Source: an optimization exercise on an open RTL-to-GDS flow (aim: small area). Production flows keep margins and buffers that such runs may drop. Only simulation tests tie the RTL to the original design; equivalence was not proved. Power and IR drop assume default switching activity.

## PipelinedProcessor
module PipelinedProcessor(
    input clk, reset,
    input [31:0] instruction_in,  
    input [31:0] data_in,         
    output reg [31:0] data_out,   
    output reg [31:0] address_out  
);
Settings: LEC_CHECK=0, CAP_MARGIN=20, CORE_MARGIN=2, CORE_UTILIZATION=55, GPL_TIMING_DRIVEN=1, SETUP_SLACK_MARGIN=0.15, SLEW_MARGIN=20; clock period 5.0 ns.
standard.sh (not shown) runs the stock make flow with config.mk's settings and CLKGATE_MAP_FILE= SYNTH_SCRIPT=/design/flow/synth_recipe.tcl, a recipe that flattens the netlist after the stock synthesis.
==> flow/flow/run.sh <==
#!/bin/bash
# The standard layout (standard.sh, synthesis included) with these changes to
# how it is made:
#  - before global placement the buffers synthesis inserted are removed
#    (pre_gpl.tcl), so that the resizer buffers those nets itself;
#  - the resizer may swap a cell for one of another footprint
#    (MATCH_CELL_FOOTPRINT=0);
#  - port buffers use the smallest buffer, sky130_fd_sc_hd__buf_1;
#  - clock tree synthesis inserts no dummy loads and builds the tree from
#    clkbuf_8 cells with sink clusters of up to 16 flip-flops.
# The make output goes to standard_make.log; each step's log is under orfs/logs.
set -euo pipefail
here=$(cd "$(dirname "$0")" && pwd)
export PRE_GLOBAL_PLACE_TCL="$here/pre_gpl.tcl"
export BUFFER_PORTS_ARGS="-buffer_cell sky130_fd_sc_hd__buf_1"
export CTS_ARGS="-sink_clustering_enable -repair_clock_nets -dont_use_dummy_load -buf_list sky130_fd_sc_hd__clkbuf_8 -sink_clustering_size 16 -sink_clustering_max_diameter 60"
bash standard.sh MATCH_CELL_FOOTPRINT=0 finish > standard_make.log 2>&1
==> flow/flow/pre_gpl.tcl <==
remove_buffers
Rerun with:
PLACE_DENSITY = 0.75   (was default)
Result: Fmax went up by a few percent. Clock-buffer cell count shrinks by 2. Non-clock buffer count drops by 17. Clock skew climbs by 0.031 ns.
Rerun with:
GPL_TIMING_DRIVEN = 0   (was 1)
PLACE_DENSITY = default   (was 0.75)
SETUP_SLACK_MARGIN = 0.4   (was 0.15)
Area after synthesis stays the same.
Power rises by 1.5%.
First-iteration DRC count decreases by 10%.
Cell count rises by about 0.8%.
Cell area went up by 2.8%.
Rerun with:
SETUP_SLACK_MARGIN = 0.15   (was 0.4)
Power barely changes.
Hold slack is better by 0.0031 ns.
Routed wire length went down by a few percent.
Synthesized cell count is unchanged.
Global-route usage is about the same.
Rerun with:
CORE_UTILIZATION = 65   (was 55)
GPL_TIMING_DRIVEN = 1   (was 0)
Utilization came out higher by 9.0 points.
Sequential power is about the same.
Via count came out higher by 1.5%.
Design area came out lower by about 2.2%.
Hold slack improves by 0.15 ns.
Critical path depth came out lower by 2.
Non-clock buffer count came out higher by 19.

========
Setup of run 1:
Another version of the RTL of PipelinedProcessor (not shown whole).
For scale: about 2000 cells after synthesis, about 730 flip-flops, ~130 I/O pins, about 29000 µm² of cells after synthesis.
Settings: LEC_CHECK=0, CAP_MARGIN=20, CORE_MARGIN=2, CORE_UTILIZATION=55, GPL_TIMING_DRIVEN=0, SETUP_SLACK_MARGIN=0, SLEW_MARGIN=20; clock period 5.0 ns.
==> flow/flow/run.sh <==
#!/bin/bash
# The standard layout (standard.sh, synthesis included) with these changes to
# how it is made:
#  - port buffers use the smallest buffer, sky130_fd_sc_hd__buf_1;
#  - clock tree synthesis inserts no dummy loads and builds the tree from
#    clkbuf_8 cells with sink clusters of up to 16 flip-flops;
#  - after global routing, cells on paths with slack are downsized
#    (repair_timing -recover_power).
# The make output goes to standard_make.log; each step's log is under orfs/logs.
set -euo pipefail
export BUFFER_PORTS_ARGS="-buffer_cell sky130_fd_sc_hd__buf_1"
export CTS_ARGS="-sink_clustering_enable -repair_clock_nets -dont_use_dummy_load -buf_list sky130_fd_sc_hd__clkbuf_8 -sink_clustering_size 16 -sink_clustering_max_diameter 60"
export RECOVER_POWER=100
bash standard.sh > standard_make.log 2>&1
[run 1] flow finished | final checks: failed | reasons: capacitance limit, slew limit
Setup changes, run 1 to run 2
==> flow/flow/run.sh <==
#!/bin/bash
# The standard layout (standard.sh, synthesis included) with two changes to
# how it is made:
#  - port buffers use the smallest buffer, sky130_fd_sc_hd__buf_1;
#  - clock tree synthesis inserts no dummy loads and builds the tree from
#    clkbuf_8 cells with sink clusters of up to 16 flip-flops.
# The make output goes to standard_make.log; each step's log is under orfs/logs.
set -euo pipefail
export BUFFER_PORTS_ARGS="-buffer_cell sky130_fd_sc_hd__buf_1"
export CTS_ARGS="-sink_clustering_enable -repair_clock_nets -dont_use_dummy_load -buf_list sky130_fd_sc_hd__clkbuf_8 -sink_clustering_size 16 -sink_clustering_max_diameter 60"
bash standard.sh > standard_make.log 2>&1
Results
Status run 1: flow complete, layout not clean - capacitance limit, slew limit
Run 2: no failed stages, no open violations at the end
The final worst-path setup slack in run 2 was higher than what run 1 gave.
Relative to run 1, the maximum frequency measured on run 2 has increased by more than 10%.
Wire length of run 1 is on par with run 2.
Edits applied to the flow inputs when going from run 2 to run 3:
Settings: removing SETUP_SLACK_MARGIN (formerly 0).
==> flow/flow/run.sh <==
#!/bin/bash
# The standard layout (standard.sh, synthesis included) with these changes to
# how it is made:
#  - before global placement the buffers synthesis inserted are removed
#    (pre_gpl.tcl), so that the resizer buffers those nets itself;
#  - the resizer may swap a cell for one of another footprint
#    (MATCH_CELL_FOOTPRINT=0);
#  - port buffers use the smallest buffer, sky130_fd_sc_hd__buf_1;
#  - clock tree synthesis inserts no dummy loads and builds the tree from
#    clkbuf_8 cells with sink clusters of up to 16 flip-flops.
# The make output goes to standard_make.log; each step's log is under orfs/logs.
set -euo pipefail
here=$(cd "$(dirname "$0")" && pwd)
export PRE_GLOBAL_PLACE_TCL="$here/pre_gpl.tcl"
export BUFFER_PORTS_ARGS="-buffer_cell sky130_fd_sc_hd__buf_1"
export CTS_ARGS="-sink_clustering_enable -repair_clock_nets -dont_use_dummy_load -buf_list sky130_fd_sc_hd__clkbuf_8 -sink_clustering_size 16 -sink_clustering_max_diameter 60"
bash standard.sh MATCH_CELL_FOOTPRINT=0 finish > standard_make.log 2>&1
==> flow/flow/pre_gpl.tcl (new file) <==
remove_buffers
Results
On register area, run 3 and run 2 are basically level. In run 3 relative to run 2, fill cell total of the finished layout had gone up slightly. Against run 2, run 3 comes in about 5.4% lower on count of placed standard cells including taps.

separate check: timing with driven ports:
Ports are ideal in the flow. The routed layouts listed here were re-timed in OpenROAD.
Step 1 (the two cells are an assumption about what drives the block):
set clk [get_ports {clk}]
set_driving_cell -lib_cell sky130_fd_sc_hd__clkbuf_16 $clk
set_driving_cell -lib_cell sky130_fd_sc_hd__buf_2 [delete_from_list [all_inputs] $clk]
Step 2 times the ports against the registers' clock, not the clock port: input delays grow and output delays shrink by t, the midpoint of the rising clock arrivals with the driver on.
Slacks: no drivers / after step 1 / after step 2; pairs: no drivers / after step 1.
| run | t (ns) | setup WS [ns] | slew at the worst register clock pin (ns) | pins driven straight from the clock port |
|---|---|---|---|---|
| the first run of note 1 | 0.740 | 0.449 / 0.449 / 0.449 | 0.11 / 0.11 | 1 |
| the second run of note 1 | 0.728 | 0.555 / 0.555 / 0.555 | 0.11 / 0.11 | 1 |
| the third run of note 1 | 0.760 | 0.549 / 0.549 / 0.549 | 0.10 / 0.10 | 1 |
| the fourth run of note 1 | 0.764 | 0.422 / 0.422 / 0.422 | 0.11 / 0.11 | 1 |
| the fifth run of note 1 | 0.748 | 0.366 / 0.366 / 0.366 | 0.11 / 0.11 | 1 |
| run 1 | 0.776 | 0.192 / 0.192 / 0.192 | 0.12 / 0.12 | 1 |
| run 2 | 0.788 | 0.749 / 0.749 / 0.749 | 0.12 / 0.12 | 1 |
| run 3 | 0.773 | 1.737 / 1.737 / 1.737 | 0.11 / 0.11 | 1 |
